Context: an optimization exercise on an open-source flow, tuned for small area. The choices shown serve that exercise and are no tape-out recipe.
In this exercise RTL edits were held to simulation tests only and were not proved equivalent to the original.
No activity file was given, so power comes from the tool's default toggle rates. The flow treats the clock pin as an ideal source, which a real chip does not have.

--- design/flow/design.v ---
module node(clk, rst, textfile, keyword, data_wr, key_en, result);
	input clk;
	input rst;
	input [31:0] textfile;
	input [31:0] keyword;
	input data_wr;
	input key_en;
	output [31:0] result;
	reg [2:0] ph;
	reg [1:0] cph;
	reg [127:0] kc;
	reg [255:0] kr;
	reg ken_d;
	reg eq_c;		 
	reg er;			 
	reg eqa, eqb;		 
	reg cur_valid;		 
	reg [1:0] cur_slot;	 
	reg a_valid, b_valid;
	reg [1:0] a_slot, b_slot;
	reg [1:0] nslots;	 
	wire kfirst = key_en & ~ken_d;
	wire kdone  = ken_d & ~key_en;
	wire full3  = a_valid & b_valid & cur_valid;
	wire align  = (cph == ph[1:0]);
	wire rot    = ~key_en & (full3 ? (cph != 2'd0) : align);
	wire mr = (kr[31:0] == kc[31:0]);
	wire cp = ~key_en & ~ken_d & align & (ph[2] ? (a_valid & ~b_valid) : ~a_valid);
	always @(posedge clk or negedge rst)
		if (!rst)
			ph <= 3'd0;
		else
			ph <= ph + 3'd1;
	always @(posedge clk) begin
		ken_d <= key_en;
		if (key_en | rot)
			kc <= {(key_en ? keyword : kc[31:0]), kc[127:32]};
		if (key_en)
			cph <= 2'd0;
		else if (rot)
			cph <= cph + 2'd1;
		if (key_en)
			eq_c <= (kfirst | eq_c) & (keyword == kc[31:0]);
		kr <= {(cp ? kc[31:0] : kr[31:0]), kr[255:32]};
		er <= ((ph[1:0] == 2'd0) | er) & mr;
		if (ph == 3'd3)
			eqa <= er & mr;
		if (ph == 3'd7)
			eqb <= er & mr;
	end
	wire hit_a = eqa & a_valid;
	wire hit_b = eqb & b_valid;
	wire [1:0] idx = cur_valid ? cur_slot : hit_a ? a_slot : hit_b ? b_slot : nslots;
	reg d1, d2, d3, d4;
	reg [7:0] p, q;
	always @(posedge clk) begin
		d1 <= data_wr;
		d2 <= d1;
		d3 <= d2;
		d4 <= d3;
		q <= textfile[31:24];
		p <= d2 ? q : textfile[23:16];
	end
	wire [7:0] b = data_wr ? textfile[7:0] : d1 ? textfile[15:8] : p;
	wire lv = data_wr | d1 | d2 | d3;
	wire sep = (b == 8'h00) || (b[7:4] == 4'h2) || (b == 8'h3a) || (b == 8'h3b) || (b == 8'h3f);
	reg [4:0] col;		 
	reg match;		 
	wire [1:0] kch = col[3:2] - cph;
	wire [7:0] kl = kc[{kch, col[1:0], 3'b000} +: 8];
	wire full = col[4];
	wire comp = (lv & sep & (col != 5'd0)) | ((lv & ~sep | d4) & full);
	wire eqw = match & (full | (kl == 8'h00));
	always @(posedge clk or negedge rst)
		if (!rst)
			col <= 5'd0;
		else if (comp)
			col <= 5'd0;
		else if (lv & ~sep)
			col <= col + 5'd1;
	always @(posedge clk)
		if (lv & ~sep & ~full)
			match <= ((col == 5'd0) | match) & (b == kl);
	reg s1, s2;
	reg [13:0] r;
	wire s = comp & eqw & ~s2;
	wire f = s & ~(r[0] | r[1] | r[2] | r[3]);
	always @(posedge clk) begin
		s1 <= s;
		s2 <= s1;
	end
	always @(posedge clk) begin
		r[2:0] <= {r[1:0], f};
		r[6:4] <= r[5:3];
		r[10:8] <= r[9:7];
		r[13:12] <= r[12:11];
	end
	always @(posedge clk or negedge rst)
		if (!rst) begin
			r[3] <= 1'b0;
			r[7] <= 1'b0;
			r[11] <= 1'b0;
		end else begin
			r[3] <= r[2];
			r[7] <= r[6];
			r[11] <= r[10];
		end
	wire upd = r[13];
	reg [4:0] c0;
	reg [3:0] c1, c2, c3;
	always @(posedge clk or negedge rst)
		if (!rst) begin
			c0 <= 0; c1 <= 0; c2 <= 0; c3 <= 0;
			cur_valid <= 0;
			a_valid <= 0; b_valid <= 0;
			nslots <= 0;
		end else begin
			if (upd) begin
				case (idx)
					2'd0: c0 <= c0 + 5'd1;
					2'd1: c1 <= c1 + 4'd1;
					2'd2: c2 <= c2 + 4'd1;
					2'd3: c3 <= c3 + 4'd1;
				endcase
				cur_valid <= 1'b1;
				if (!cur_valid & !hit_a & !hit_b)
					nslots <= nslots + 2'd1;
			end
			if (kdone) begin
				if (cur_valid & ~a_valid)
					a_valid <= 1'b1;
				else if (cur_valid & ~b_valid)
					b_valid <= 1'b1;
				cur_valid <= full3 & eq_c;
			end
		end
	always @(posedge clk) begin
		if (upd)
			cur_slot <= idx;
		if (kdone & cur_valid & ~a_valid)
			a_slot <= cur_slot;
		if (kdone & cur_valid & a_valid & ~b_valid)
			b_slot <= cur_slot;
	end
	assign result = {4'b0, c3, 4'b0, c2, 4'b0, c1, 3'b0, c0};
endmodule
--- design/flow/flow/run.sh ---
#!/bin/bash
# Standard ORFS layout with three changes to how it is made:
#  - port buffers use the smallest buffer cell,
#  - buffers inserted by ABC are removed before placement (repair re-adds
#    any that timing or slew needs),
#  - CTS clusters more flip-flops per clock buffer and adds no dummy loads.
set -euo pipefail
export BUFFER_PORTS_ARGS="-buffer_cell sky130_fd_sc_hd__buf_1"
export REMOVE_ABC_BUFFERS=1
export CTS_ARGS="-sink_clustering_enable -repair_clock_nets -sink_clustering_size 34 -sink_clustering_max_diameter 110 -buf_list sky130_fd_sc_hd__clkbuf_16 -dont_use_dummy_load"
bash standard.sh synth > synth.log 2>&1
bash standard.sh finish > layout.log 2>&1
--- design/flow/standard.sh ---
#!/bin/bash
# synth_recipe.tcl (not shown) runs the flow's synth.tcl, then flattens the netlist and writes it again
# the make line also repeats each setting of config.mk as NAME=value (left out here)
make -C /OpenROAD-flow-scripts/flow DESIGN_CONFIG=/design/flow/config.mk WORK_HOME=/design/flow/orfs CLKGATE_MAP_FILE= SYNTH_SCRIPT=/design/flow/synth_recipe.tcl "${@:-finish}"
--- design/flow/config.mk ---
export PLATFORM = sky130hd
export DESIGN_NAME = node
export DESIGN_NICKNAME = node
export VERILOG_FILES = /design/flow/design.v
export SDC_FILE = /design/flow/constraint.sdc
export NUM_CORES = 4
export LEC_CHECK = 0
export CAP_MARGIN = 20
export CORE_MARGIN = 2
export CORE_UTILIZATION = 70
export SLEW_MARGIN = 20
export SYNTH_MEMORY_MAX_BITS = 8192
--- design/flow/constraint.sdc ---
create_clock -name core_clock -period 10.0 [get_ports {clk}]
set_input_delay 2.0000 -clock core_clock [delete_from_list [all_inputs] [get_ports {clk}]]
set_output_delay 2.0000 -clock core_clock [all_outputs]
set_load 0.01 [all_outputs]
==> results.txt, run 1 <==
Flop pwr share=0.594; final slew viol count=0; RSZ-0062 raised after global routing=false; Worst Path Arrival=4210 ps; Storage cell area=10800 sq um; Top cell by count, worst path=buf_4; Clock Path Buffers=3; die area=22300 sq um; port bufs=84; Sw Share=0.264; antenna-violating nets left=0; fin util=0.753; Setup Skew=34.6 ps; Detailed Place HPWL=17100 microns; clock latency on the worst-skew pair=510 ps; drt pass-1 iters=5; Peak Freq=246 MHz; sequential area share after synthesis=0.732; Peak supply drop=0.177 mV; clock sink count=464; PostCTS Resize Cnt=0; Initial Utilization=0.708; CP Cell Sequence=clkbuf_2 > buf_4 > nand2b_4 > buf_4; Avg WL per Cell=20.3 microns; status=timing/DRC/antenna clean; nature of the critical path startpoint=input pin; worst slack at placement=5450 ps; setup TNS=0 ps; FF+latch count, synth=464; clk slew on worst S/H paths=110 ps; simple-gate portion of the synthesized area=0.0349; total global routing overflow=0; CTS Root Buffer Type=clkbuf_16; Crit path largest cell delay=850 ps; Area Growth Syn to Fin=6.35%; post-route clock period utilization=0.407; non-filler cells, final=1247; Core Box Area=20900 sq um; P_sw=1020 uW; gpl congestion=0.799; fin crit period=4070 ps; leakage power total=0.00600 uW; Synth Area in Compound Gates=0.0152; vias in the first global route=7308; RR Startpoint=cur_valid; DR DRC count=0; TritonCTS clock tree=built; met3 GRT Util=0.0339; Final Hold Viols=0; adder-cell share of the synthesized area=0.0101; combinational fraction of design power=0.196; postcts setup bufs=0; cell count after synthesis=890; Vias/cell=5.68; placed cell count=1230; largest family of logic cells by synthesized area=multiplexers; internal power=2850 uW; GRT met1 Usage=0.320; CP Class=in -> reg; DR vias=7088; cts hold-fix bufs=0; max_cap viols=0; worst-margin pin slew=987 ps; IO Pins=100; Final setup viols=0; Initial DRC Count=353; prevailing post-synth register cell=dfxtp_1; share of cells above drive strength 1=0.149; Worst Hold Launch=kr[84]; ys async rst share=0.0711; number of fill cells in the layout=1252; global-route wire length before repair=39700 microns; multiplexer share of the synthesized area=0.131; Yosys warnings=1; overall routed net length=25300 microns; slowest CP cell=buf_4; die height=149 microns; initial antenna violation count=0; die extent in x=149 microns; Top delay family on crit path=buffers and inverters; Post-synth EDFFs=138; row cnt=53; worst endpoint required time=10140 ps; Multi-input gate area=3710 sq um; H-tree Lvls=1; Post-Synth XOR/XNOR Area=0.0548; Worst setup EP type=register; Hold Crit Class=reg -> reg; worst path buffer plus inverter count=3; ANT cells=0; Clock power frac=0.210; Final WS setup=5930 ps; Distinct cells, synth=48; Netlist Area Pre-Place=14800 sq um; power per cell area=246 nW/um^2; Nets=1054; Crit Path Max Fanout=79; pin count of the biggest net entering global routing=80; GR peak layer=met2; GRT Total Usage=0.233; max_slew headroom=0.342; Avg Inst Size Synth=16.6 sq um; met2 Usage GRT=0.399; crit path from=key_en; TritonCTS Buffers=17
-- registers in the layout, summed over array words and instances (netlist names), 2 cells and up --
| signal | flops |
|---|---|
| cph | 2 |
| r | 14 |
| col | 5 |
| c1 | 4 |
| kc | 128 |
| ph | 3 |
| q | 8 |
| c0 | 5 |
| c2 | 4 |
| c3 | 4 |
| kr | 256 |
| a_slot | 2 |
| nslots | 2 |
| b_slot | 2 |
| cur_slot | 2 |
| p | 8 |
-- worst reg2reg max path, delay by kind of cell, from the launching register on --
kind	cells	cell delay, ps
buf+inv	1	880
compound gates	1	110
simple gates	3	830
flops	1	540
-- power by group through the flow --
stage	Sequential, uW	Combinational, uW	Clock (uW)
final	2300	759	813
after global routing	2330	821	888
after CTS	2310	769	832
after detailed placement	2340	765	0
after global placement	2330	743	0
after floorplan	2350	516	0
-- cells in the final DEF, fill, tap and decap left out, types with 17 or more instances in the layout --
cell,n
xnor2_1,79
clkbuf_16,17
edfxtp_1,138
nand4_1,23
dfrtp_1,32
dfxtp_1,293
mux2_2,79
mux4_2,32
buf_1,82
mux2i_1,33
-- synthesized netlist by cell type (all sizes together) (3+ instances only) --
library cell,n,area (sq um)
buf,34,241
nand2b,3,18.8
mux4,32,721
nor3,4,20.0
o21ai,12,60.1
nand2,16,60.1
mux2,79,890
a21oi,10,61.3
dfrtp,33,826
nor4,10,62.6
nor2,10,37.5
xnor2,79,692
inv,14,52.6
nand4,23,144
mux2i,33,330
dfxtp,293,5870
edfxtp,138,4140
and3,6,37.5
ha,12,150
xor2,11,96.3
clkbuf,5,18.8
nand3,7,35.0
-- final timing paths --
check	end	cells past startpoint	slack (ps)
setup / recovery	kc[13]	4	5930
hold reg to reg	kr[52]	0	290
setup reg to reg	kc[13]	5	7180
hold / removal	kr[52]	0	290
max in group asynchronous	col[0]	1	7880
min in group asynchronous	r[3]	1	1560
-- layout make-up --
cell class / instances / area share
Tap cell: 275 / 0.0219
Inverter: 14 / 0.00334
Clock buffer: 17 / 0.0270
Sequential cell: 464 / 0.689
Multi-Input combinational cell: 387 / 0.236
Timing Repair Buffer: 90 / 0.0231
-- metal layers --
metal,routed length (microns),share of wire
met3,1280,0.050
met2,12600,0.50
met5,0,0
met1,10900,0.43
met4,507,0.020
-- stage by stage --
| step | cell area (sq um) | hold slack [ps] | power (uW) |
|---|---|---|---|
| 6_report | 15700 | 294 | 3880 |
| 5_1_grt | 15700 | 301 | 4040 |
| 4_1_cts | 15700 | 300 | 3910 |
| 3_5_place_dp | 15300 | 312 | 3110 |
| 3_3_place_gp | 15300 | 310 | 3070 |
| 2_1_floorplan | 14600 | 310 | 2860 |
-- cell families (layout without fill, tap and decap cells) --
| group | count (synthesis) | in the layout |
|---|---|---|
| AOI/OAI and AO/OA | 34 | 34 |
| DFF | 464 | 464 |
| xor gates and xnor gates | 91 | 91 |
| and+or+nand+nor | 91 | 91 |
| buffers and inverters | 53 | 121 |
| muxes | 144 | 144 |
| other | 1 | 15 |
| adders and majority gates | 12 | 12 |
==> run 2, diff against run 1 <==
--- a/design/flow/flow/run.sh
+++ b/design/flow/flow/run.sh
@@ -8,5 +8,5 @@
 export BUFFER_PORTS_ARGS="-buffer_cell sky130_fd_sc_hd__buf_1"
 export REMOVE_ABC_BUFFERS=1
-export CTS_ARGS="-sink_clustering_enable -repair_clock_nets -sink_clustering_size 34 -sink_clustering_max_diameter 110 -buf_list sky130_fd_sc_hd__clkbuf_16 -dont_use_dummy_load"
+export CTS_ARGS="-sink_clustering_enable -repair_clock_nets -sink_clustering_size 34 -sink_clustering_max_diameter 60 -buf_list sky130_fd_sc_hd__clkbuf_16 -dont_use_dummy_load"
 bash standard.sh synth > synth.log 2>&1
 bash standard.sh finish > layout.log 2>&1
==> results.txt, run 2 <==
die height=149 microns (unchanged); leakage power total=0.00608 uW (+1.2%); share of cells above drive strength 1=0.154 (+0.00522); leading post-synthesis cells by cell area=dfxtp_1 40%, edfxtp_1 28%, mux2_2 6.0%; status=timing/DRC/antenna clean; postcts setup bufs=0 (unchanged); vias in the first global route=7345 (+0.51%); H-tree Lvls=1 (unchanged); max_slew headroom=0.354 (+0.0115); Core Box Area=20900 sq um (unchanged); Distinct cells, synth=48 (unchanged); Initial Utilization=0.708 (unchanged); worst-margin pin slew=970 ps (-17.2 ps); ANT cells=0 (unchanged); cts hold-fix bufs=0 (unchanged); worst slack at placement=5450 ps (unchanged); Final setup viols=0 (unchanged); die extent in x=149 microns (unchanged); non-filler cells, final=1253 (+0.48%); Clock Path Buffers=3 (unchanged); final slew viol count=0 (unchanged); max_cap viols=0 (unchanged); RSZ-0062 raised after global routing=false; die area=22300 sq um (unchanged); Avg Inst Size Synth=16.6 sq um (unchanged); ys async rst share=0.0711 (unchanged); Post-synth EDFFs=138 (unchanged); worst endpoint required time=10120 ps (-20 ps); power per cell area=252 nW/um^2 (+2.3%); count leader, synth=dfxtp_1; DR DRC count=0 (unchanged); TritonCTS Buffers=23 (+6); GRT Total Usage=0.236 (+0.00302); Top reg by flops=kr; PostCTS Resize Cnt=0 (unchanged); hold slack final=290 ps (-3.55 ps); post-route clock period utilization=0.405 (-0.00174); Hold Crit Class=reg -> reg; Setup Skew=52.7 ps (+18.1 ps); biggest area consumer among synthesized cells=dfxtp_1; global-route wire length before repair=40100 microns (+0.90%); Final WS setup=5950 ps (+17.4 ps); Netlist Area Pre-Place=14800 sq um (unchanged); nature of the critical path startpoint=input pin; Initial DRC Count=396 (+12%); pin count of the biggest net entering global routing=80 (unchanged); placed cell count=1230 (unchanged); Yosys warnings=1 (unchanged); Worst Path Arrival=4170 ps (-40 ps); Top cell by count, worst path=buf_4; Vias/cell=5.68 (about the same); biggest regs=kr (256), kc (128), r (14); setup TNS=0 ps (unchanged); total global routing overflow=0 (unchanged); row cnt=53 (unchanged); clock sink count=464 (unchanged); sequential area share after synthesis=0.732 (unchanged); CTS Root Buffer Type=clkbuf_16; port bufs=84 (unchanged); Crit Path Max Fanout=79 (unchanged); Crit path largest cell delay=860 ps (about the same); Synth top cells by count=293 x dfxtp_1, 138 x edfxtp_1, 79 x mux2_2, 79 x xnor2_1; cell count after synthesis=890 (unchanged); Peak Freq=247 MHz (+0.43%); Worst setup EP type=register; clock latency on the worst-skew pair=550 ps (+40 ps); initial antenna violation count=0 (unchanged); DR vias=7122 (+0.48%); Detailed Place HPWL=17100 microns (unchanged); CP Cell Sequence=clkbuf_2 > buf_4 > nand2b_4 > buf_4; most common cell after layout, fill and taps aside=dfxtp_1; Peak supply drop=0.204 mV (+15%); overall routed net length=25600 microns (+1.2%); gpl congestion=0.799 (unchanged); fin crit period=4050 ps (-17.4 ps); number of flip-flops in the largest register=256 (unchanged); clk slew on worst S/H paths=100 ps (about the same); FF+latch count, synth=464 (unchanged); most frequent cells in the layout=293 x dfxtp_1, 138 x edfxtp_1, 82 x buf_1; CP Class=in -> reg; Avg WL per Cell=20.4 microns (+0.69%); Nets=1060 (+0.57%); slowest CP cell=buf_4; Final Hold Viols=0 (unchanged); Area Growth Syn to Fin=7.37%; top cell type's share of synthesized area=0.396 (unchanged); TritonCTS clock tree=built; prevailing post-synth register cell=dfxtp_1; IO Pins=100 (unchanged); drt pass-1 iters=5 (unchanged); antenna-violating nets left=0 (unchanged)
-- run 2: cell counts after synthesis --
Identical to the previous run, type by type.
-- run 2: per-layer routing --
layer | GRT usage | up-vias | part of all wire
li1 | - | 3305 | -
met1 | 0.325 | 3601 | 0.44
met2 | 0.402 | 178 | 0.50
met3 | 0.0306 | 38 | 0.040
met4 | 0.0624 | 0 | 0.021
met5 | 0 | - | 0
-- run 2: where the power goes --
group          switching, uW  leakage (uW)  total, uW  internal (uW)
Combinational            396       0.00157        761            366
Sequential               129       0.00423       2310           2180
Clock                    527      0.000283        938            411
-- run 2: kinds of logic after synthesis --
group,after synthesis,synth area share
and+or+nand+nor,91,0.0349
buffers and inverters,53,0.0211
DFF,464,0.732
other,1,0.000253
muxes,144,0.131
adders and majority gates,12,0.0101
AOI/OAI and AO/OA,34,0.0152
xor gates and xnor gates,91,0.0548
-- run 2: worst paths after layout --
path | from | to | slack (ps) | depth (start not counted)
hold reg to reg | kr[249] | kr[217] | 290 | 0
setup / recovery | key_en | kc[113] | 5950 | 4
setup reg to reg | cur_valid | kc[113] | 7140 | 5
min in group asynchronous | rst | c1[1] | 1530 | 1
max in group asynchronous | rst | col[0] | 7900 | 1
hold / removal | kr[249] | kr[217] | 290 | 0
-- run 2: metrics by stage --
stage / total power, uW / area [sq um] / utilization
floorplan: 2860 / 14600 / -
global placement: 3070 / 15300 / 0.733
detailed placement: 3110 / 15300 / 0.733
CTS: 4030 / 15900 / 0.760
global route: 4160 / 15900 / 0.760
finish: 4010 / 15900 / 0.760
-- run 2: final cells by class --
class | count | area, sq um
clock buffers | 23 | 576
fillers | 1239 | 5000
inverters | 14 | 52.6
multi-input cells | 387 | 3710
flip-flops and latches | 464 | 10800
well taps | 275 | 344
repair buffers | 90 | 363
-- run 2: critical path: cells and delay by family --
kind / cells / cell delay, ps
buf+inv: 3 / 1390
simple gates: 1 / 670
==> run 3, diff against run 2 <==
--- a/design/flow/design.v
+++ b/design/flow/design.v
@@ -15,9 +15,10 @@
 	reg er;			 
 	reg eqa, eqb;		 
+	reg [4:0] c0;
+	reg [3:0] c1, c2, c3;
 	reg cur_valid;		 
 	reg [1:0] cur_slot;	 
-	reg a_valid, b_valid;
-	reg [1:0] a_slot, b_slot;
-	reg [1:0] nslots;	 
+	reg a_valid;		 
+	reg b_valid;		 
 	wire kfirst = key_en & ~ken_d;
 	wire kdone  = ken_d & ~key_en;
@@ -51,5 +52,6 @@
 	wire hit_a = eqa & a_valid;
 	wire hit_b = eqb & b_valid;
-	wire [1:0] idx = cur_valid ? cur_slot : hit_a ? a_slot : hit_b ? b_slot : nslots;
+	reg [1:0] nslots;	 
+	wire [1:0] idx = cur_valid ? cur_slot : hit_a ? 2'd0 : hit_b ? 2'd1 : nslots;
 	reg d1, d2, d3, d4;
 	reg [7:0] p, q;
@@ -107,6 +109,4 @@
 		end
 	wire upd = r[13];
-	reg [4:0] c0;
-	reg [3:0] c1, c2, c3;
 	always @(posedge clk or negedge rst)
 		if (!rst) begin
@@ -130,5 +130,5 @@
 				if (cur_valid & ~a_valid)
 					a_valid <= 1'b1;
-				else if (cur_valid & ~b_valid)
+				else if (cur_valid & ~b_valid & (cur_slot != 2'd0))
 					b_valid <= 1'b1;
 				cur_valid <= full3 & eq_c;
@@ -138,8 +138,4 @@
 		if (upd)
 			cur_slot <= idx;
-		if (kdone & cur_valid & ~a_valid)
-			a_slot <= cur_slot;
-		if (kdone & cur_valid & a_valid & ~b_valid)
-			b_slot <= cur_slot;
 	end
 	assign result = {4'b0, c3, 4'b0, c2, 4'b0, c1, 3'b0, c0};
==> design/flow/flow/run.sh (replaced) <==
#!/bin/bash
# Standard ORFS layout with these changes to how it is made:
#  - port buffers use the smallest buffer cell,
#  - buffers inserted by ABC are removed before placement (repair re-adds
#    any that timing or slew needs),
#  - CTS clusters more flip-flops per clock buffer and adds no dummy loads,
#  - the constant outputs share the tie cell synthesis made.
set -euo pipefail
export BUFFER_PORTS_ARGS="-buffer_cell sky130_fd_sc_hd__buf_1"
export REMOVE_ABC_BUFFERS=1
export SKIP_REPAIR_TIE_FANOUT=1
export CTS_ARGS="-sink_clustering_enable -repair_clock_nets -sink_clustering_size 32 -sink_clustering_max_diameter 120 -buf_list sky130_fd_sc_hd__clkbuf_16 -dont_use_dummy_load"
bash standard.sh synth > synth.log 2>&1
bash standard.sh finish > layout.log 2>&1
==> results.txt, run 3 <==
Clock Path Buffers=3 (unchanged); fin crit period=4010 ps (-44.0 ps); Synth top cells by count=293 x dfxtp_1, 134 x edfxtp_1, 80 x mux2_2, 79 x xnor2_1, 33 x dfrtp_1; DR DRC count=0 (unchanged); clock sink count=460 (-0.86%); die extent in x=149 microns (-0.25%); RSZ-0062 raised after global routing=false; ys async rst share=0.0717 (+0.000618); Avg Inst Size Synth=16.7 sq um (+0.51%); share of cells above drive strength 1=0.151 (-0.00387); TritonCTS Buffers=18 (-22%); antenna-violating nets left=0 (unchanged); Worst setup EP type=register; cell count after synthesis=881 (-1.0%); count leader, synth=dfxtp_1; drt pass-1 iters=5 (unchanged); worst-margin pin slew=1120 ps (+152 ps); ANT cells=0 (unchanged); number of fill cells in the layout=1243 (+0.32%); max_slew headroom=0.252 (-0.101); Avg WL per Cell=20.3 microns (-0.38%); biggest regs=kr (256), kc (128), r (14); FF+latch count, synth=460 (-0.86%); die area=22200 sq um (-0.49%); post-route clock period utilization=0.401 (-0.00440); Initial DRC Count=359 (-9.3%); initial antenna violation count=0 (unchanged); Top reg by flops=kr; global-route wire length before repair=38600 microns (-3.5%); die height=149 microns (-0.25%); overall routed net length=24900 microns (-2.6%); H-tree Lvls=1 (unchanged); sequential area share after synthesis=0.728 (-0.00442); GRT Total Usage=0.229 (-0.00670); row cnt=53 (unchanged); non-filler cells, final=1225 (-2.2%); Hold Crit Class=reg -> reg; Yosys warnings=1 (unchanged); setup TNS=0 ps (unchanged); Setup Skew=48.5 ps (-4.19 ps); TritonCTS clock tree=built; CP Class=in -> reg; cts hold-fix bufs=0 (unchanged); Initial Utilization=0.707 (-0.00135); port bufs=84 (unchanged); Crit Path Max Fanout=83 (+5.1%); Vias/cell=5.71 (+0.49%); prevailing post-synth register cell=dfxtp_1; Peak supply drop=0.202 mV (-0.94%); total global routing overflow=0 (unchanged); leading post-synthesis cells by cell area=dfxtp_1 40%, edfxtp_1 27%, mux2_2 6.1%; DR vias=6997 (-1.8%); biggest area consumer among synthesized cells=dfxtp_1; nature of the critical path startpoint=input pin; Final WS setup=5990 ps (+44.0 ps); Worst Path Arrival=4160 ps (about the same); Area Growth Syn to Fin=6.18%; Final Hold Viols=0 (unchanged); Post-synth EDFFs=134 (-2.9%); most frequent cells in the layout=293 x dfxtp_1, 134 x edfxtp_1, 82 x buf_1; max_cap viols=0 (unchanged); CTS Root Buffer Type=clkbuf_16; placed cell count=1207 (-1.9%); worst endpoint required time=10150 ps (+30 ps); gpl congestion=0.869 (+8.8%); status=timing/DRC/antenna clean; clock latency on the worst-skew pair=520 ps (-30 ps); leakage power total=0.00593 uW (-2.4%); IO Pins=100 (unchanged); Core Box Area=20800 sq um (-0.32%); pin count of the biggest net entering global routing=84 (+5.0%); Final setup viols=0 (unchanged); PostCTS Resize Cnt=0 (unchanged); most common cell after layout, fill and taps aside=dfxtp_1; vias in the first global route=7196 (-2.0%); Detailed Place HPWL=17200 microns (about the same); postcts setup bufs=0 (unchanged); Nets=1032 (-2.6%); power per cell area=251 nW/um^2 (-0.64%); clk slew on worst S/H paths=110 ps (about the same); Distinct cells, synth=52 (+8.3%); top cell type's share of synthesized area=0.398 (+0.00202); worst slack at placement=5460 ps (+13.2 ps); final total power=3920 uW (-2.2%); number of flip-flops in the largest register=256 (unchanged); Peak Freq=250 MHz (+1.1%); final slew viol count=0 (unchanged); Netlist Area Pre-Place=14700 sq um (-0.51%)
run 3: changes by cell type in the layout (fill, tap and decap cells not counted), moves of 4 or more:
| cell | change |
|---|---|
| mux4_2 | -7 |
| clkbuf_16 | -5 |
| conb_1 | -14 |
| edfxtp_1 | -4 |
| mux4_1 | +7 |
| a211oi_1 | +4 |
| and3_1 | -4 |
run 3: power by group:
part           internal (uW)  switching [uW]
registers               2190             137
clock network            327             496
logic                    368             400
total                   2880            1030
run 3: layer usage:
| layer | track usage | part of all wire | up-vias |
|---|---|---|---|
| li1 | - | - | 3263 |
| met1 | 0.320 | 0.44 | 3468 |
| met2 | 0.385 | 0.48 | 220 |
| met3 | 0.0266 | 0.048 | 46 |
| met4 | 0.0695 | 0.028 | 0 |
| met5 | 0 | 0 | - |
run 3: final timing paths:
path	start	endpoint	slack [ps]	depth (start not counted)
worst max-delay path	key_en	kc[107]	5990	4
worst min-delay path	kr[71]	kr[39]	270	0
worst max register to register	col[2]	r[0]	6860	8
max in group asynchronous	rst	col[0]	7880	1
min in group asynchronous	rst	r[3]	1550	1
worst min register to register	kr[71]	kr[39]	270	0
run 3: area by class of cell:
cell class,instances,area (sq um),area share
Sequential cell,460,10700,0.686
Inverter,11,41.3,0.00264
Clock buffer,18,450,0.0288
Tap cell,275,344,0.0220
Multi-Input combinational cell,371,3710,0.238
Timing Repair Buffer,90,363,0.0232
run 3: kinds of logic (layout without fill, tap and decap cells):
family | Yosys count | in the layout | share of synthesized area
other cells | 1 | 1 | 0.000255
simple gates | 83 | 83 | 0.0309
mux | 146 | 146 | 0.136
xor+xnor | 91 | 91 | 0.0551
buf+inv | 50 | 119 | 0.0207
fa+ha+maj | 12 | 12 | 0.0102
flops | 460 | 460 | 0.728
compound gates | 38 | 38 | 0.0188
run 3: stage by stage:
stage	cell area, sq um	hold WS [ps]	util
floorplan	14500	310	-
global placement	15200	310	0.729
detailed placement	15200	312	0.729
CTS	15600	279	0.751
global route	15600	283	0.751
finish	15600	274	0.751
run 3: worst max-delay path, cell delays in order:
cell and delay, ps:
clkbuf_2 80, buf_4 450, nand2b_4 630, buf_4 890
==> run 4, diff against run 3 <==
--- a/design/flow/design.v
+++ b/design/flow/design.v
@@ -116,11 +116,9 @@
 			nslots <= 0;
 		end else begin
+			c0 <= c0 + {4'd0, upd & (idx == 2'd0)};
+			c1 <= c1 + {3'd0, upd & (idx == 2'd1)};
+			c2 <= c2 + {3'd0, upd & (idx == 2'd2)};
+			c3 <= c3 + {3'd0, upd & (idx == 2'd3)};
 			if (upd) begin
-				case (idx)
-					2'd0: c0 <= c0 + 5'd1;
-					2'd1: c1 <= c1 + 4'd1;
-					2'd2: c2 <= c2 + 4'd1;
-					2'd3: c3 <= c3 + 4'd1;
-				endcase
 				cur_valid <= 1'b1;
 				if (!cur_valid & !hit_a & !hit_b)
==> results.txt, run 4 <==
FF+latch count, synth=460 (unchanged); DR vias=6784 (-3.0%); R2R setup slack=7080 ps (+220 ps); die height=148 microns (-0.89%); post-route clock period utilization=0.394 (-0.00670); largest family of logic cells by synthesized area=multiplexers; adder-cell share of the synthesized area=0.0139 (+0.00365); gpl congestion=0.830 (-4.6%); Detailed Place HPWL=17300 microns (+0.58%); worst-margin pin slew=904 ps (-218 ps); share of cells above drive strength 1=0.150 (-0.000903); prevailing post-synth register cell=dfxtp_1; initial antenna violation count=0 (unchanged); number of flip-flops in the largest register=256 (unchanged); biggest area consumer among synthesized cells=dfxtp_1; most common cell after layout, fill and taps aside=dfxtp_1; Synth top cells by count=293 x dfxtp_1, 134 x edfxtp_1, 77 x mux2_2, 75 x xnor2_1, 33 x dfrtp_1; Post-Synth XOR/XNOR Area=0.0571 (+0.00205); Worst Path Arrival=4380 ps (+220 ps); Setup Skew=48.0 ps (-0.522 ps); max_cap viols=0 (unchanged); TritonCTS clock tree=built; TritonCTS Buffers=18 (unchanged); pin count of the biggest net entering global routing=97 (+15%); worst slack at placement=5500 ps (+38.2 ps); final slew viol count=0 (unchanged); Final setup viols=0 (unchanged); global-route wire length before repair=39500 microns (+2.3%); vias in the first global route=7062 (-1.9%); placed cell count=1181 (-2.2%); leading post-synthesis cells by cell area=dfxtp_1 41%, edfxtp_1 28%, mux2_2 6.0%; Initial Utilization=0.714 (+0.00737); cts hold-fix bufs=0 (unchanged); RR Startpoint=col[0]; leakage power total=0.00581 uW (-1.9%); PostCTS Resize Cnt=0 (unchanged); FF-to-FF path depth=7 (-1); Avg Inst Size Synth=16.8 sq um (+0.59%); row cnt=52 (-1.9%); Worst setup EP type=register; overall routed net length=25300 microns (+1.5%); Distinct cells, synth=45 (-13%); antenna-violating nets left=0 (unchanged); simple-gate portion of the synthesized area=0.0291 (-0.00177); status=timing/DRC/antenna clean; postcts setup bufs=0 (unchanged); cell count after synthesis=860 (-2.4%); non-filler cells, final=1199 (-2.1%); fin util=0.761 (+0.00988); endpoint of the worst register-to-register path=s1; Synth Area in Compound Gates=0.0223 (+0.00355); Top reg by flops=kr; Peak Freq=254 MHz (+1.7%); Netlist Area Pre-Place=14500 sq um (-1.8%); Final WS setup=6060 ps (+67.0 ps); Hold Crit Class=reg -> reg; CP Class=in -> reg; worst endpoint required time=10440 ps (+290 ps); Avg WL per Cell=21.1 microns (+3.7%); CTS Root Buffer Type=clkbuf_16; clock latency on the worst-skew pair=530 ps (about the same); die extent in x=148 microns (-0.89%); WHS Endpoint=kr[166]; Core Box Area=20200 sq um (-2.8%); port bufs=84 (unchanged); H-tree Lvls=1 (unchanged); die area=21800 sq um (-1.8%); most frequent cells in the layout=293 x dfxtp_1, 134 x edfxtp_1, 82 x buf_1; setup TNS=0 ps (unchanged); Post-synth EDFFs=134 (unchanged); Initial DRC Count=452 (+26%); Final Hold Viols=0 (unchanged); Vias/cell=5.66 (-0.94%); Area Growth Syn to Fin=6.47%; max_slew headroom=0.395 (+0.143); power per cell area=264 nW/um^2 (+5.6%); RSZ-0062 raised after global routing=false; Nets=1015 (-1.6%); Yosys warnings=1 (unchanged); DR DRC count=0 (unchanged); post-route cell area=15400 sq um (-1.5%); clk slew on worst S/H paths=110 ps (about the same); ys async rst share=0.0717 (unchanged); Worst Hold Launch=kr[198]; count leader, synth=dfxtp_1; fin crit period=3940 ps (-67.0 ps); DP Area=14900 sq um (-1.6%); clock sink count=460 (unchanged); biggest regs=kr (256), kc (128), r (14); IO Pins=100 (unchanged); multiplexer share of the synthesized area=0.116 (-0.0202); Peak supply drop=0.213 mV (+5.9%); nature of the critical path startpoint=input pin; top cell type's share of synthesized area=0.406 (+0.00735); drt pass-1 iters=5 (unchanged); Clock Path Buffers=3 (unchanged); total global routing overflow=0 (unchanged); sequential area share after synthesis=0.741 (+0.0134); WHS Path Cells=0 (unchanged); ANT cells=0 (unchanged); GRT Total Usage=0.238 (+0.00844); Crit Path Max Fanout=13 (-84%)
## run 4: changes by cell type after synthesis, moves of 7 or more
cell and change:
mux2i_1 -23, a221o_1 +8, nand2_1 -8, a22o_1 +7
mux4_1 -7, mux4_2 +7
## run 4: metal layers
layer,global-route usage,up-vias,routed length (microns),part of all wire
li1,-,3182,-,-
met1,0.333,3368,11000,0.44
met2,0.399,202,12400,0.49
met3,0.0361,32,1410,0.056
met4,0.0587,0,479,0.019
met5,0,-,0,0
## run 4: critical path, stage by stage
cell	delay, ps
buf_1	430
mux2i_1	420
a21boi_0	180
o2111ai_1	480
a21oi_1	160
o22ai_1	450
nor3b_1	260
## run 4: kinds of logic (layout without fill, tap and decap cells)
kind of cell | count (synthesis) | count (layout)
mux | 118 | 118
buf+inv | 53 | 122
other cells | 1 | 1
flops | 460 | 460
simple gates | 79 | 79
fa+ha+maj | 16 | 16
compound gates | 42 | 42
xor+xnor | 91 | 91
## run 4: area by class of cell
class | count | area, sq um
Tap cell | 270 | 338
Inverter | 14 | 52.6
Clock buffer | 18 | 450
Sequential cell | 460 | 10700
Fill cell | 1180 | 4850
Timing Repair Buffer | 90 | 367
Multi-Input combinational cell | 347 | 3460
## run 4: power by group
group,switching (uW),internal (uW)
clock,501,327
sequential,169,2250
combinational,438,387
## run 4: worst max-delay path by stage
stage | slack [ps] | cells past startpoint | from | to
floorplan | 4210 | 2 | key_en | kr[224]
global placement | 5620 | 4 | key_en | kc[15]
detailed placement | 5500 | 4 | key_en | kc[87]
CTS | 6080 | 7 | data_wr | s1
global route | 5790 | 7 | data_wr | s1
finish | 6060 | 7 | data_wr | s1
## run 4: metrics by stage
stage / hold WS, ps / power (uW)
floorplan: 310 / 2990
global placement: 310 / 3230
detailed placement: 312 / 3280
CTS: 276 / 4090
global route: 273 / 4240
finish: 274 / 4070
==> run 5, diff against run 4 <==
--- a/design/flow/flow/run.sh
+++ b/design/flow/flow/run.sh
@@ -10,5 +10,5 @@
 export REMOVE_ABC_BUFFERS=1
 export SKIP_REPAIR_TIE_FANOUT=1
-export CTS_ARGS="-sink_clustering_enable -repair_clock_nets -sink_clustering_size 32 -sink_clustering_max_diameter 120 -buf_list sky130_fd_sc_hd__clkbuf_16 -dont_use_dummy_load"
+export CTS_ARGS="-sink_clustering_enable -repair_clock_nets -sink_clustering_size 33 -sink_clustering_max_diameter 80 -buf_list sky130_fd_sc_hd__clkbuf_16 -dont_use_dummy_load"
 bash standard.sh synth > synth.log 2>&1
 bash standard.sh finish > layout.log 2>&1
--- a/design/flow/config.mk
+++ b/design/flow/config.mk
@@ -8,5 +8,6 @@
 export CAP_MARGIN = 20
 export CORE_MARGIN = 2
-export CORE_UTILIZATION = 70
+export CORE_UTILIZATION = 80
+export PLACE_DENSITY = 0.92
 export SLEW_MARGIN = 20
 export SYNTH_MEMORY_MAX_BITS = 8192
==> results.txt, run 5 <==
status=timing/DRC/antenna clean; IO Pins=100 (unchanged); Sw Share=0.282 (+0.0101); row cnt=49 (-5.8%); number of flip-flops in the largest register=256 (unchanged); Peak supply drop=0.240 mV (+12%); global-route wire length before repair=43400 microns (+9.9%); nature of the critical path startpoint=input pin; Worst Path Arrival=4240 ps (-140 ps); Vias/cell=6.28 (+11%); Initial DRC Count=651 (+44%); slowest CP cell=buf_4; CP Class=in -> reg; worst slack at placement=5470 ps (-23.0 ps); die area=19200 sq um (-12%); Area Growth Syn to Fin=5.91%; Top reg by flops=kr; Hold Crit Class=reg -> reg; worst path buffer plus inverter count=3 (+2); Worst Hold Launch=kr[58]; cts hold-fix bufs=0 (unchanged); RR Startpoint=cph[1]; prevailing post-synth register cell=dfxtp_1; gpl congestion=0.874 (+5.3%); most common cell after layout, fill and taps aside=dfxtp_1; biggest regs=kr (256), kc (128), r (14); Worst setup EP type=register; Clock power frac=0.200 (-0.003); clk slew on worst S/H paths=110 ps (about the same); cell count after synthesis=860 (unchanged); crit path from=key_en; Post-synth EDFFs=134 (unchanged); PostCTS Resize Cnt=0 (unchanged); P_sw=1160 uW (+4.6%); internal power=2950 uW (-0.50%); clock latency on the worst-skew pair=540 ps (about the same); RSZ-0062 raised after global routing=false; Crit Path Max Fanout=79 (+66); worst endpoint required time=10130 ps (-310 ps); Avg WL per Cell=24.6 microns (+16%); leakage power total=0.00580 uW (-0.24%); CP Cell Sequence=clkbuf_2 > buf_4 > nand2b_4 > buf_4; TritonCTS Buffers=17 (-1); combinational fraction of design power=0.206 (+0.003); ANT cells=0 (unchanged); TritonCTS clock tree=built; count leader, synth=dfxtp_1; Final Hold Viols=0 (unchanged); number of fill cells in the layout=772 (-35%); final slew viol count=0 (unchanged); Avg Inst Size Synth=16.8 sq um (unchanged); Crit path largest cell delay=890 ps (+410 ps); antenna-violating nets left=0 (unchanged); Final setup viols=0 (unchanged); ys async rst share=0.0717 (unchanged); share of cells above drive strength 1=0.149 (-0.000916); initial antenna violation count=0 (unchanged); Peak Freq=244 MHz (-4.0%); Core Box Area=17800 sq um (-12%); CTS Root Buffer Type=clkbuf_16; most frequent cells in the layout=293 x dfxtp_1, 134 x edfxtp_1, 82 x buf_1; Flop pwr share=0.594 (about the same); top cell type's share of synthesized area=0.406 (unchanged); fin util=0.858 (+0.0975); Top delay family on crit path=buffers and inverters; biggest area consumer among synthesized cells=dfxtp_1; clock sink count=460 (unchanged); final total power=4110 uW (+0.90%); overall routed net length=28400 microns (+12%); postcts setup bufs=0 (unchanged); Clock Path Buffers=3 (unchanged); pin count of the biggest net entering global routing=80 (-18%); die height=138 microns (-6.3%); Final WS setup=5890 ps (-166 ps); sequential area share after synthesis=0.741 (unchanged); max_slew headroom=0.316 (-0.0786); DR vias=7262 (+7.0%); port bufs=84 (unchanged); setup TNS=0 ps (unchanged); Detailed Place HPWL=18400 microns (+6.5%); power per cell area=268 nW/um^2 (+1.4%); Nets=1014 (-0.099%); Distinct cells, synth=45 (unchanged); vias in the first global route=7513 (+6.4%); max_cap viols=0 (unchanged); Synth top cells by count=293 x dfxtp_1, 134 x edfxtp_1, 77 x mux2_2, 75 x xnor2_1, 33 x dfrtp_1; GRT Total Usage=0.298 (+0.0603); total global routing overflow=0 (unchanged); DR DRC count=0 (unchanged); Top cell by count, worst path=buf_4; die extent in x=138 microns (-6.3%); fin crit period=4110 ps (+166 ps); Yosys warnings=1 (unchanged); H-tree Lvls=1 (unchanged); Netlist Area Pre-Place=14500 sq um (unchanged); FF+latch count, synth=460 (unchanged); Initial Utilization=0.810 (+0.0958); Setup Skew=49.4 ps (+1.39 ps); leading post-synthesis cells by cell area=dfxtp_1 41%, edfxtp_1 28%, mux2_2 6.0%; worst-margin pin slew=1030 ps (+121 ps); drt pass-1 iters=5 (unchanged); post-route clock period utilization=0.411 (+0.0166)
[run 5: cell counts after synthesis]
Identical to the previous run, type by type.
[run 5: kinds of logic after synthesis]
group / synth area share
flops: 0.741
mux: 0.116
xor+xnor: 0.0571
simple gates: 0.0291
buf+inv: 0.0199
compound gates: 0.0223
fa+ha+maj: 0.0139
other cells: 0.000259
[run 5: final timing paths]
path	to	slack (ps)	cells after the start
max in group asynchronous	col[0]	7870	1
max reg2reg	kc[111]	7080	6
min	kr[26]	320	0
min in group asynchronous	col[4]	1570	1
max	kc[111]	5890	4
min reg2reg	kr[26]	320	0
[run 5: layout make-up]
cell class,instances,area [sq um],share of cell area
clock buffers,17,425,0.0278
multi-input cells,347,3460,0.226
repair buffers,90,363,0.0237
flip-flops and latches,460,10700,0.700
well taps,229,287,0.0187
inverters,14,52.6,0.00343
[run 5: stage by stage]
stage	cells	hold WS [ps]	area (sq um)
6_report	1157	318	15300
5_1_grt	1157	327	15300
4_1_cts	1157	315	15300
3_5_place_dp	1140	312	14900
3_3_place_gp	1140	310	14900
2_1_floorplan	821	310	14200
[run 5: power by group through the flow]
| stage | clock (uW) | combinational [uW] | sequential [uW] |
|---|---|---|---|
| after floorplan | 0 | 546 | 2440 |
| after global placement | 0 | 783 | 2430 |
| after detailed placement | 0 | 820 | 2470 |
| after CTS | 822 | 835 | 2440 |
| after global routing | 876 | 889 | 2460 |
| final | 819 | 847 | 2440 |
[run 5: layer usage]
layer,up-vias,track usage,part of all wire
met2,417,0.511,0.51
met4,0,0.102,0.038
met3,84,0.0558,0.085
met1,3587,0.391,0.37
met5,-,0,0
li1,3174,-,-
==> run 6, diff against run 5 <==
--- a/design/flow/flow/run.sh
+++ b/design/flow/flow/run.sh
@@ -10,5 +10,5 @@
 export REMOVE_ABC_BUFFERS=1
 export SKIP_REPAIR_TIE_FANOUT=1
-export CTS_ARGS="-sink_clustering_enable -repair_clock_nets -sink_clustering_size 33 -sink_clustering_max_diameter 80 -buf_list sky130_fd_sc_hd__clkbuf_16 -dont_use_dummy_load"
+export CTS_ARGS="-sink_clustering_enable -repair_clock_nets -sink_clustering_size 32 -sink_clustering_max_diameter 120 -buf_list {sky130_fd_sc_hd__clkbuf_8 sky130_fd_sc_hd__clkbuf_16} -sink_clustering_buffer sky130_fd_sc_hd__clkbuf_16 -root_buf sky130_fd_sc_hd__clkbuf_8 -tree_buf sky130_fd_sc_hd__clkbuf_8 -dont_use_dummy_load"
 bash standard.sh synth > synth.log 2>&1
 bash standard.sh finish > layout.log 2>&1
--- a/design/flow/config.mk
+++ b/design/flow/config.mk
@@ -8,6 +8,5 @@
 export CAP_MARGIN = 20
 export CORE_MARGIN = 2
-export CORE_UTILIZATION = 80
-export PLACE_DENSITY = 0.92
+export CORE_UTILIZATION = 70
 export SLEW_MARGIN = 20
 export SYNTH_MEMORY_MAX_BITS = 8192
==> results.txt, run 6 <==
Setup Skew=49.6 ps (+0.230 ps); cts hold-fix bufs=0 (unchanged); power per cell area=263 nW/um^2 (-2.1%); biggest regs=kr (256), kc (128), r (14); clock latency on the worst-skew pair=590 ps (+50 ps); die area=21800 sq um (+14%); Worst Path Arrival=4390 ps (+150 ps); CP Class=in -> reg; antenna-violating nets left=0 (unchanged); die extent in x=148 microns (+6.7%); share of cells above drive strength 1=0.150 (+0.000916); most frequent cells in the layout=293 x dfxtp_1, 134 x edfxtp_1, 82 x buf_1; drt pass-1 iters=7 (+2); Initial DRC Count=523 (-20%); Final setup viols=0 (unchanged); H-tree Lvls=1 (unchanged); Final Hold Viols=0 (unchanged); Crit Path Max Fanout=13 (-84%); initial antenna violation count=0 (unchanged); Avg Inst Size Synth=16.8 sq um (unchanged); FF-to-FF path depth=7 (+1); die height=148 microns (+6.7%); DR vias=6803 (-6.3%); overall routed net length=25200 microns (-11%); count leader, synth=dfxtp_1; total global routing overflow=0 (unchanged); WHS Path Cells=0 (unchanged); Peak Freq=257 MHz (+5.5%); nature of the critical path startpoint=input pin; max_cap viols=0 (unchanged); Clock power frac=0.197 (-0.003); fin crit period=3890 ps (-216 ps); worst-margin pin slew=938 ps (-87.5 ps); Flop pwr share=0.599 (+0.005); Hold Crit Class=reg -> reg; biggest area consumer among synthesized cells=dfxtp_1; number of flip-flops in the largest register=256 (unchanged); port bufs=84 (unchanged); slowest CP cell=o2111ai_1; endpoint of the worst register-to-register path=s1; RSZ-0062 raised after global routing=false; gpl congestion=0.830 (-5.0%); Peak supply drop=0.210 mV (-12%); TritonCTS Buffers=18 (+1); GRT met1 Usage=0.333 (-0.0572); pin count of the biggest net entering global routing=97 (+21%); vias in the first global route=7056 (-6.1%); Sw Share=0.273 (-0.00926); leading post-synthesis cells by cell area=dfxtp_1 41%, edfxtp_1 28%, mux2_2 6.0%; Vias/cell=5.67 (-9.6%); top cell type's share of synthesized area=0.406 (unchanged); Yosys warnings=1 (unchanged); Crit path largest cell delay=490 ps (-400 ps); most common cell after layout, fill and taps aside=dfxtp_1; worst path buffer plus inverter count=1 (-2); max_slew headroom=0.372 (+0.0561); setup TNS=0 ps (unchanged); CP Cell Sequence=buf_1 > mux2i_1 > a21boi_0 > o2111ai_1 > a21oi_1 > o22ai_1 > nor3b_1; post-route clock period utilization=0.389 (-0.0216); Initial Utilization=0.714 (-0.0958); P_sw=1100 uW (-5.0%); final slew viol count=0 (unchanged); clock sink count=460 (unchanged); Area Growth Syn to Fin=6.23%; postcts setup bufs=0 (unchanged); ANT cells=0 (unchanged); row cnt=52 (+6.1%); CTS Root Buffer Type=clkbuf_8; Detailed Place HPWL=17300 microns (-6.1%); Avg WL per Cell=21.0 microns (-14%); status=timing/DRC/antenna clean; met2 Usage GRT=0.397 (-0.114); sequential area share after synthesis=0.741 (unchanged); DR DRC count=0 (unchanged); ys async rst share=0.0717 (unchanged); fin util=0.759 (-0.0992); PostCTS Resize Cnt=0 (unchanged); Nets=1015 (+0.099%); Top reg by flops=kr; FF+latch count, synth=460 (unchanged); prevailing post-synth register cell=dfxtp_1; RR Startpoint=col[0]; TritonCTS clock tree=built; IO Pins=100 (unchanged); Clock Path Buffers=3 (unchanged); final total power=4030 uW (-1.8%); internal power=2930 uW (-0.51%); Netlist Area Pre-Place=14500 sq um (unchanged); Post-synth EDFFs=134 (unchanged); cell count after synthesis=860 (unchanged); Top delay family on crit path=compound AO/OA/AOI/OAI gates; Distinct cells, synth=45 (unchanged); WHS Endpoint=kr[102]; GRT Total Usage=0.237 (-0.0609); Core Box Area=20200 sq um (+13%); met3 GRT Util=0.0370 (-0.0187); global-route wire length before repair=39400 microns (-9.3%); worst endpoint required time=10500 ps (+370 ps); combinational fraction of design power=0.204 (-0.002); Worst Hold Launch=kr[134]; R2R setup slack=7080 ps (about the same); GR peak layer=met2; Synth top cells by count=293 x dfxtp_1, 134 x edfxtp_1, 77 x mux2_2, 75 x xnor2_1, 33 x dfrtp_1; clk slew on worst S/H paths=110 ps (about the same); leakage power total=0.00580 uW (about the same); Worst setup EP type=register
-- run 6: cell families after synthesis --
group | after synthesis | share of synthesized area
fa+ha+maj | 16 | 0.0139
flops | 460 | 0.741
simple gates | 79 | 0.0291
other cells | 1 | 0.000259
xor+xnor | 91 | 0.0571
compound gates | 42 | 0.0223
mux | 118 | 0.116
buf+inv | 53 | 0.0199
-- run 6: stage by stage --
step / hold slack (ps) / area (sq um) / setup slack [ps] / instances
5_1_grt: 273 / 15400 / 5860 / 1199
6_report: 277 / 15400 / 6110 / 1199
3_3_place_gp: 310 / 14900 / 5620 / 1181
3_5_place_dp: 312 / 14900 / 5500 / 1181
4_1_cts: 277 / 15400 / 6140 / 1199
2_1_floorplan: 310 / 14200 / 4210 / 821
-- run 6: how the worst max path moves through the flow --
| stage | start | to | slack (ps) | depth (start not counted) |
|---|---|---|---|---|
| after global placement | key_en | kc[15] | 5620 | 4 |
| after global routing | data_wr | s1 | 5860 | 7 |
| after CTS | key_en | kc[90] | 6140 | 4 |
| after detailed placement | key_en | kc[87] | 5500 | 4 |
| after floorplan | key_en | kr[224] | 4210 | 2 |
| final | data_wr | s1 | 6110 | 7 |
-- run 6: metal layers --
layer,vias up,wire length (microns)
met5,-,0
met4,0,455
met3,31,1510
met2,215,12300
met1,3373,10900
li1,3184,-
-- run 6: layout make-up --
type	count	area, sq um
Clock buffer	18	417
Fill cell	1183	4880
Inverter	14	52.6
Multi-Input combinational cell	347	3460
Sequential cell	460	10700
Tap cell	270	338
Timing Repair Buffer	90	367
-- run 6: power by group through the flow --
stage / clock network [uW] / registers [uW] / logic (uW)
after floorplan: 0 / 2440 / 546
after global placement: 0 / 2430 / 798
after detailed placement: 0 / 2460 / 823
after CTS: 814 / 2420 / 828
after global routing: 878 / 2450 / 880
final: 793 / 2420 / 824
==> run 7, diff against run 6 <==
--- a/design/flow/flow/run.sh
+++ b/design/flow/flow/run.sh
@@ -10,5 +10,5 @@
 export REMOVE_ABC_BUFFERS=1
 export SKIP_REPAIR_TIE_FANOUT=1
-export CTS_ARGS="-sink_clustering_enable -repair_clock_nets -sink_clustering_size 32 -sink_clustering_max_diameter 120 -buf_list {sky130_fd_sc_hd__clkbuf_8 sky130_fd_sc_hd__clkbuf_16} -sink_clustering_buffer sky130_fd_sc_hd__clkbuf_16 -root_buf sky130_fd_sc_hd__clkbuf_8 -tree_buf sky130_fd_sc_hd__clkbuf_8 -dont_use_dummy_load"
+export CTS_ARGS="-sink_clustering_enable -repair_clock_nets -sink_clustering_size 32 -sink_clustering_max_diameter 120 -buf_list {sky130_fd_sc_hd__clkbuf_4 sky130_fd_sc_hd__clkbuf_16} -sink_clustering_buffer sky130_fd_sc_hd__clkbuf_16 -root_buf sky130_fd_sc_hd__clkbuf_4 -tree_buf sky130_fd_sc_hd__clkbuf_4 -dont_use_dummy_load"
 bash standard.sh synth > synth.log 2>&1
 bash standard.sh finish > layout.log 2>&1
==> results.txt, run 7 <==
most frequent cells in the layout=293 x dfxtp_1, 134 x edfxtp_1, 82 x buf_1; antenna-violating nets left=0 (unchanged); drt pass-1 iters=5 (-2); power per cell area=262 nW/um^2 (-0.26%); Core Box Area=20200 sq um (unchanged); largest family of logic cells by synthesized area=multiplexers; die area=21800 sq um (unchanged); Final Hold Viols=0 (unchanged); Distinct cells, synth=45 (unchanged); leading post-synthesis cells by cell area=dfxtp_1 41%, edfxtp_1 28%, mux2_2 6.0%; vias in the first global route=7046 (-0.14%); biggest regs=kr (256), kc (128), r (14); global-route wire length before repair=39300 microns (-0.23%); CTS Root Buffer Type=clkbuf_4; top cell type's share of synthesized area=0.406 (unchanged); status=timing/DRC/antenna clean; Area Growth Syn to Fin=6.12%; Detailed Place HPWL=17300 microns (unchanged); DR vias=6789 (-0.21%); share of cells above drive strength 1=0.150 (unchanged); DR DRC count=0 (unchanged); initial antenna violation count=1 (+1); post-route clock period utilization=0.374 (-0.0151); Synth top cells by count=293 x dfxtp_1, 134 x edfxtp_1, 77 x mux2_2, 75 x xnor2_1, 33 x dfrtp_1; overall routed net length=25300 microns (+0.32%); Post-Synth XOR/XNOR Area=0.0571 (unchanged); setup TNS=0 ps (unchanged); die height=148 microns (unchanged); simple-gate portion of the synthesized area=0.0291 (unchanged); Post-synth EDFFs=134 (unchanged); GRT Total Usage=0.236 (-0.000821); pin count of the biggest net entering global routing=97 (unchanged); Crit Path Max Fanout=13 (unchanged); sequential area share after synthesis=0.741 (unchanged); Yosys warnings=1 (unchanged); IO Pins=100 (unchanged); leakage power total=0.00579 uW (-0.13%); Final setup viols=0 (unchanged); Worst setup EP type=register; Vias/cell=5.66 (-0.29%); clk slew on worst S/H paths=110 ps (about the same); FF+latch count, synth=460 (unchanged); final slew viol count=0 (unchanged); Clock Path Buffers=3 (unchanged); nature of the critical path startpoint=input pin; worst endpoint required time=10650 ps (+150 ps); Nets=1015 (unchanged); Initial Utilization=0.714 (unchanged); RSZ-0062 raised after global routing=false; PostCTS Resize Cnt=0 (unchanged); row cnt=52 (unchanged); ys async rst share=0.0717 (unchanged); postcts setup bufs=0 (unchanged); Netlist Area Pre-Place=14500 sq um (unchanged); R2R setup slack=7080 ps (about the same); Top reg by flops=kr; Avg Inst Size Synth=16.8 sq um (unchanged); worst slack at placement=5500 ps (unchanged); total global routing overflow=0 (unchanged); clock sink count=460 (unchanged); most common cell after layout, fill and taps aside=dfxtp_1; Initial DRC Count=519 (-0.76%); port bufs=84 (unchanged); H-tree Lvls=1 (unchanged); TritonCTS clock tree=built; clock latency on the worst-skew pair=740 ps (+150 ps); max_slew headroom=0.371 (-0.00133); count leader, synth=dfxtp_1; TritonCTS Buffers=18 (unchanged); cts hold-fix bufs=0 (unchanged); cell count after synthesis=860 (unchanged); Peak supply drop=0.209 mV (-0.46%); worst-margin pin slew=940 ps (+1.98 ps); adder-cell share of the synthesized area=0.0139 (unchanged); Avg WL per Cell=21.1 microns (+0.23%); gpl congestion=0.830 (unchanged); Peak Freq=267 MHz (+4.0%); fin util=0.758 (-0.000803); Final WS setup=6260 ps (+151 ps); Hold Crit Class=reg -> reg; die extent in x=148 microns (unchanged); multiplexer share of the synthesized area=0.116 (unchanged); fin crit period=3740 ps (-151 ps); Synth Area in Compound Gates=0.0223 (unchanged); biggest area consumer among synthesized cells=dfxtp_1; max_cap viols=0 (unchanged); prevailing post-synth register cell=dfxtp_1; Worst Path Arrival=4390 ps (about the same); Setup Skew=50.0 ps (+0.382 ps); number of flip-flops in the largest register=256 (unchanged); CP Class=in -> reg
==> run 7: final cells by class <==
type                       instances  area, sq um
timing repair buffer              90          367
clock buffer                      18          398
tap                              270          338
sequential                       460        10700
antenna                            1         2.50
multi-input combinational        347         3460
inverter                          14         52.6
fill                            1185         4900
==> run 7: final timing paths <==
kind                         start  cells past startpoint      end
min                        kr[134]                      0  kr[102]
max reg2reg                 col[0]                      7       s1
min reg2reg                kr[134]                      0  kr[102]
min in group asynchronous      rst                      1   col[1]
max in group asynchronous      rst                      1   col[0]
max                        data_wr                      7       s1
==> run 7: logic make-up after synthesis <==
| group | after synthesis |
|---|---|
| flops | 460 |
| mux | 118 |
| xor+xnor | 91 |
| simple gates | 79 |
| buf+inv | 53 |
| compound gates | 42 |
| fa+ha+maj | 16 |
| other cells | 1 |
==> run 7: report_power, final <==
group | internal [uW] | switching (uW)
Sequential | 2250 | 169
Combinational | 387 | 439
Clock | 280 | 496
==> run 7: through the flow <==
step	cells	hold slack (ps)	total power, uW	cell area [sq um]
global placement	1181	310	3230	14900
detailed placement	1181	312	3280	14900
finish	1200	277	4020	15300
CTS	1199	277	4040	15300
global route	1200	273	4190	15300
floorplan	821	310	2990	14200
==> run 7: layer usage <==
metal / vias to the layer above / global-route usage / share of wire
met3: 33 / 0.0386 / 0.059
li1: 3187 / - / -
met4: 0 / 0.0558 / 0.018
met1: 3371 / 0.330 / 0.44
met5: - / 0 / 0
met2: 198 / 0.397 / 0.49
==> run 7: worst max-delay path, cell delays in order <==
cell and delay [ps]:
buf_1 430, mux2i_1 420, a21boi_0 180, o2111ai_1 480, a21oi_1 160, o22ai_1 470, nor3b_1 260
==> run 8, diff against run 7 <==
--- a/design/flow/flow/run.sh
+++ b/design/flow/flow/run.sh
@@ -4,5 +4,6 @@
 #  - buffers inserted by ABC are removed before placement (repair re-adds
 #    any that timing or slew needs),
-#  - CTS clusters more flip-flops per clock buffer and adds no dummy loads,
+#  - CTS clusters more flip-flops per clock buffer, uses small buffers above
+#    the leaf level and adds no dummy loads,
 #  - the constant outputs share the tie cell synthesis made.
 set -euo pipefail
--- a/design/flow/config.mk
+++ b/design/flow/config.mk
@@ -6,7 +6,7 @@
 export NUM_CORES = 4
 export LEC_CHECK = 0
-export CAP_MARGIN = 20
+export CAP_MARGIN = 0
 export CORE_MARGIN = 2
 export CORE_UTILIZATION = 70
-export SLEW_MARGIN = 20
+export SLEW_MARGIN = 0
 export SYNTH_MEMORY_MAX_BITS = 8192
==> results.txt, run 8 <==
CTS Root Buffer Type=clkbuf_4; clock latency on the worst-skew pair=740 ps (about the same); Top reg by flops=kr; worst-margin pin slew=1220 ps (+278 ps); post-route clock period utilization=0.380 (+0.00590); leading post-synthesis cells by cell area=dfxtp_1 41%, edfxtp_1 28%, mux2_2 6.0%; PostCTS Resize Cnt=0 (unchanged); Area Growth Syn to Fin=6.09% (about the same); nature of the critical path startpoint=input pin; DR vias=6777 (-0.18%); TritonCTS clock tree=built; Synth top cells by count=293 x dfxtp_1, 134 x edfxtp_1, 77 x mux2_2, 75 x xnor2_1, 33 x dfrtp_1; Yosys warnings=1 (unchanged); CP Class=in -> reg; worst path buffer plus inverter count=3 (+2); max_cap viols=0 (unchanged); Top cell by count, worst path=buf_4; max_slew headroom=0.188 (-0.183); Detailed Place HPWL=17300 microns (unchanged); final slew viol count=0 (unchanged); DR DRC count=0 (unchanged); most common cell after layout, fill and taps aside=dfxtp_1; Crit Path Max Fanout=96 (+83); DP Area=14900 sq um (unchanged); Post-Synth XOR/XNOR Area=0.0571 (unchanged); die area=21800 sq um (unchanged); total global routing overflow=0 (unchanged); post-route cell area=15300 sq um (about the same); Peak supply drop=0.209 mV (about the same); Worst setup EP type=register; endpoint of the worst register-to-register path=s1; gpl congestion=0.830 (unchanged); Hold Crit Class=reg -> reg; TritonCTS Buffers=18 (unchanged); Worst Hold Launch=kr[134]; cts hold-fix bufs=0 (unchanged); status=timing/DRC/antenna clean; Core Box Area=20200 sq um (unchanged); ys async rst share=0.0717 (unchanged); row cnt=52 (unchanged); GRT Total Usage=0.236 (unchanged); Post-synth EDFFs=134 (unchanged); clk slew on worst S/H paths=110 ps (about the same); simple-gate portion of the synthesized area=0.0291 (unchanged); Avg WL per Cell=21.1 microns (about the same); Setup Skew=50.0 ps (+0.00530 ps); setup TNS=0 ps (unchanged); IO Pins=100 (unchanged); Distinct cells, synth=45 (unchanged); Final setup viols=0 (unchanged); adder-cell share of the synthesized area=0.0139 (unchanged); pin count of the biggest net entering global routing=97 (unchanged); CP Cell Sequence=clkbuf_2 > buf_4 > nand2b_4 > buf_4; Peak Freq=263 MHz (-1.6%); biggest regs=kr (256), kc (128), r (14); Crit path largest cell delay=980 ps (+500 ps); die extent in x=148 microns (unchanged); top cell type's share of synthesized area=0.406 (unchanged); port bufs=84 (unchanged); clock sink count=460 (unchanged); non-filler cells, final=1200 (unchanged); vias in the first global route=7046 (unchanged); Initial Utilization=0.714 (unchanged); prevailing post-synth register cell=dfxtp_1; Synth Area in Compound Gates=0.0223 (unchanged); most frequent cells in the layout=293 x dfxtp_1, 134 x edfxtp_1, 82 x buf_1; antenna-violating nets left=0 (unchanged); Initial DRC Count=519 (unchanged); number of fill cells in the layout=1185 (unchanged); R2R setup slack=7080 ps (about the same); Netlist Area Pre-Place=14500 sq um (unchanged); cell count after synthesis=860 (unchanged); RR Startpoint=col[0]; FF-to-FF path depth=7 (unchanged); FF+latch count, synth=460 (unchanged); share of cells above drive strength 1=0.150 (unchanged); Vias/cell=5.65 (-0.18%); Final Hold Viols=0 (unchanged); biggest area consumer among synthesized cells=dfxtp_1; count leader, synth=dfxtp_1; multiplexer share of the synthesized area=0.116 (unchanged); largest family of logic cells by synthesized area=multiplexers; Top delay family on crit path=buffers and inverters; drt pass-1 iters=5 (unchanged); power per cell area=262 nW/um^2 (about the same); initial antenna violation count=1 (unchanged); WHS Path Cells=0 (unchanged); sequential area share after synthesis=0.741 (unchanged); placed cell count=1181 (unchanged); worst endpoint required time=10330 ps (-320 ps); Worst Path Arrival=4130 ps (-260 ps); Nets=1015 (unchanged); overall routed net length=25300 microns (about the same); postcts setup bufs=0 (unchanged); global-route wire length before repair=39300 microns (unchanged); WHS Endpoint=kr[102]; die height=148 microns (unchanged); RSZ-0062 raised after global routing=false; leakage power total=0.00579 uW (about the same); slowest CP cell=buf_4; Clock Path Buffers=3 (unchanged); H-tree Lvls=1 (unchanged); fin crit period=3800 ps (+59.0 ps); number of flip-flops in the largest register=256 (unchanged); Avg Inst Size Synth=16.8 sq um (unchanged)
-- run 8: cell counts after synthesis --
No cell type changed its count.
-- run 8: cells by family (layout without fill, tap and decap cells) --
group	after synthesis	after routing
adder cells (fa/ha/maj)	16	16
flip-flops	460	460
buffers and inverters	53	122
AO/OA/AOI/OAI	42	42
AND/OR/NAND/NOR	79	79
multiplexers	118	118
XOR/XNOR	91	91
other	1	2
-- run 8: worst max-delay path by stage --
stage                 start       to  slack, ps  depth (start not counted)
finish               key_en   kc[76]       6200                          4
global route        data_wr       s1       6000                          7
CTS                 data_wr       s1       6300                          7
detailed placement   key_en   kc[87]       5500                          4
global placement     key_en   kc[15]       5620                          4
floorplan            key_en  kr[224]       4210                          2
-- run 8: per-layer routing --
| layer | vias up | routed length, microns | track usage |
|---|---|---|---|
| li1 | 3188 | - | - |
| met1 | 3362 | 11000 | 0.330 |
| met2 | 194 | 12300 | 0.397 |
| met3 | 33 | 1460 | 0.0386 |
| met4 | 0 | 467 | 0.0558 |
| met5 | - | 0 | 0 |
-- run 8: cell type report --
| class | count | area (sq um) | area share |
|---|---|---|---|
| sequential | 460 | 10700 | 0.699 |
| multi-input combinational | 347 | 3460 | 0.226 |
| timing repair buffer | 90 | 363 | 0.0237 |
| antenna | 1 | 2.50 | 0.000163 |
| clock buffer | 18 | 398 | 0.0259 |
| inverter | 14 | 52.6 | 0.00343 |
| tap | 270 | 338 | 0.0220 |
-- run 8: report_power, final --
| group | leakage, uW | switching (uW) | total, uW | internal (uW) |
|---|---|---|---|---|
| logic | 0.00142 | 439 | 825 | 386 |
| clock network | 0.000199 | 495 | 776 | 280 |
| registers | 0.00418 | 169 | 2420 | 2250 |
| total | 0.00579 | 1100 | 4020 | 2910 |
-- run 8: stage by stage --
step | setup slack (ps) | power [uW] | hold slack [ps] | utilization
2_1_floorplan | 4210 | 2990 | 310 | -
3_3_place_gp | 5620 | 3230 | 310 | 0.738
3_5_place_dp | 5500 | 3280 | 312 | 0.738
4_1_cts | 6300 | 4040 | 277 | 0.758
5_1_grt | 6000 | 4190 | 273 | 0.758
6_report | 6200 | 4020 | 277 | 0.758

==> static timing again, ports no longer ideal <==
Ports are ideal in the flow. The routed layouts listed here were re-timed in OpenROAD. Step 1 assumes that a clkbuf_16 drives the clock port and a buf_2 every other input. Step 2 also shifts input and output timing later by t, the mid clock arrival at the registers, as if the neighbouring blocks saw the same clock. Slacks: ideal ports / drivers / drivers and shift; pairs: ideal ports / drivers.
run | t, ns | setup slack, ns | clock arrival spread, ns | pins driven straight from the clock port
run 1 | 0.542 | 5.931 / 5.948 / 5.406 | 0.040 / 0.040 | 1
run 2 | 0.573 | 5.949 / 5.969 / 5.396 | 0.056 / 0.056 | 1
run 3 | 0.542 | 5.993 / 6.015 / 5.472 | 0.053 / 0.053 | 1
run 4 | 0.551 | 6.060 / 6.082 / 5.531 | 0.050 / 0.050 | 1
run 5 | 0.558 | 5.894 / 5.914 / 5.356 | 0.053 / 0.054 | 1
run 6 | 0.611 | 6.110 / 6.129 / 5.518 | 0.051 / 0.051 | 1
run 7 | 0.758 | 6.261 / 6.280 / 5.522 | 0.051 / 0.051 | 1
run 8 | 0.758 | 6.202 / 6.221 / 5.463 | 0.051 / 0.051 | 1
After both steps setup and hold are still met in every run listed.
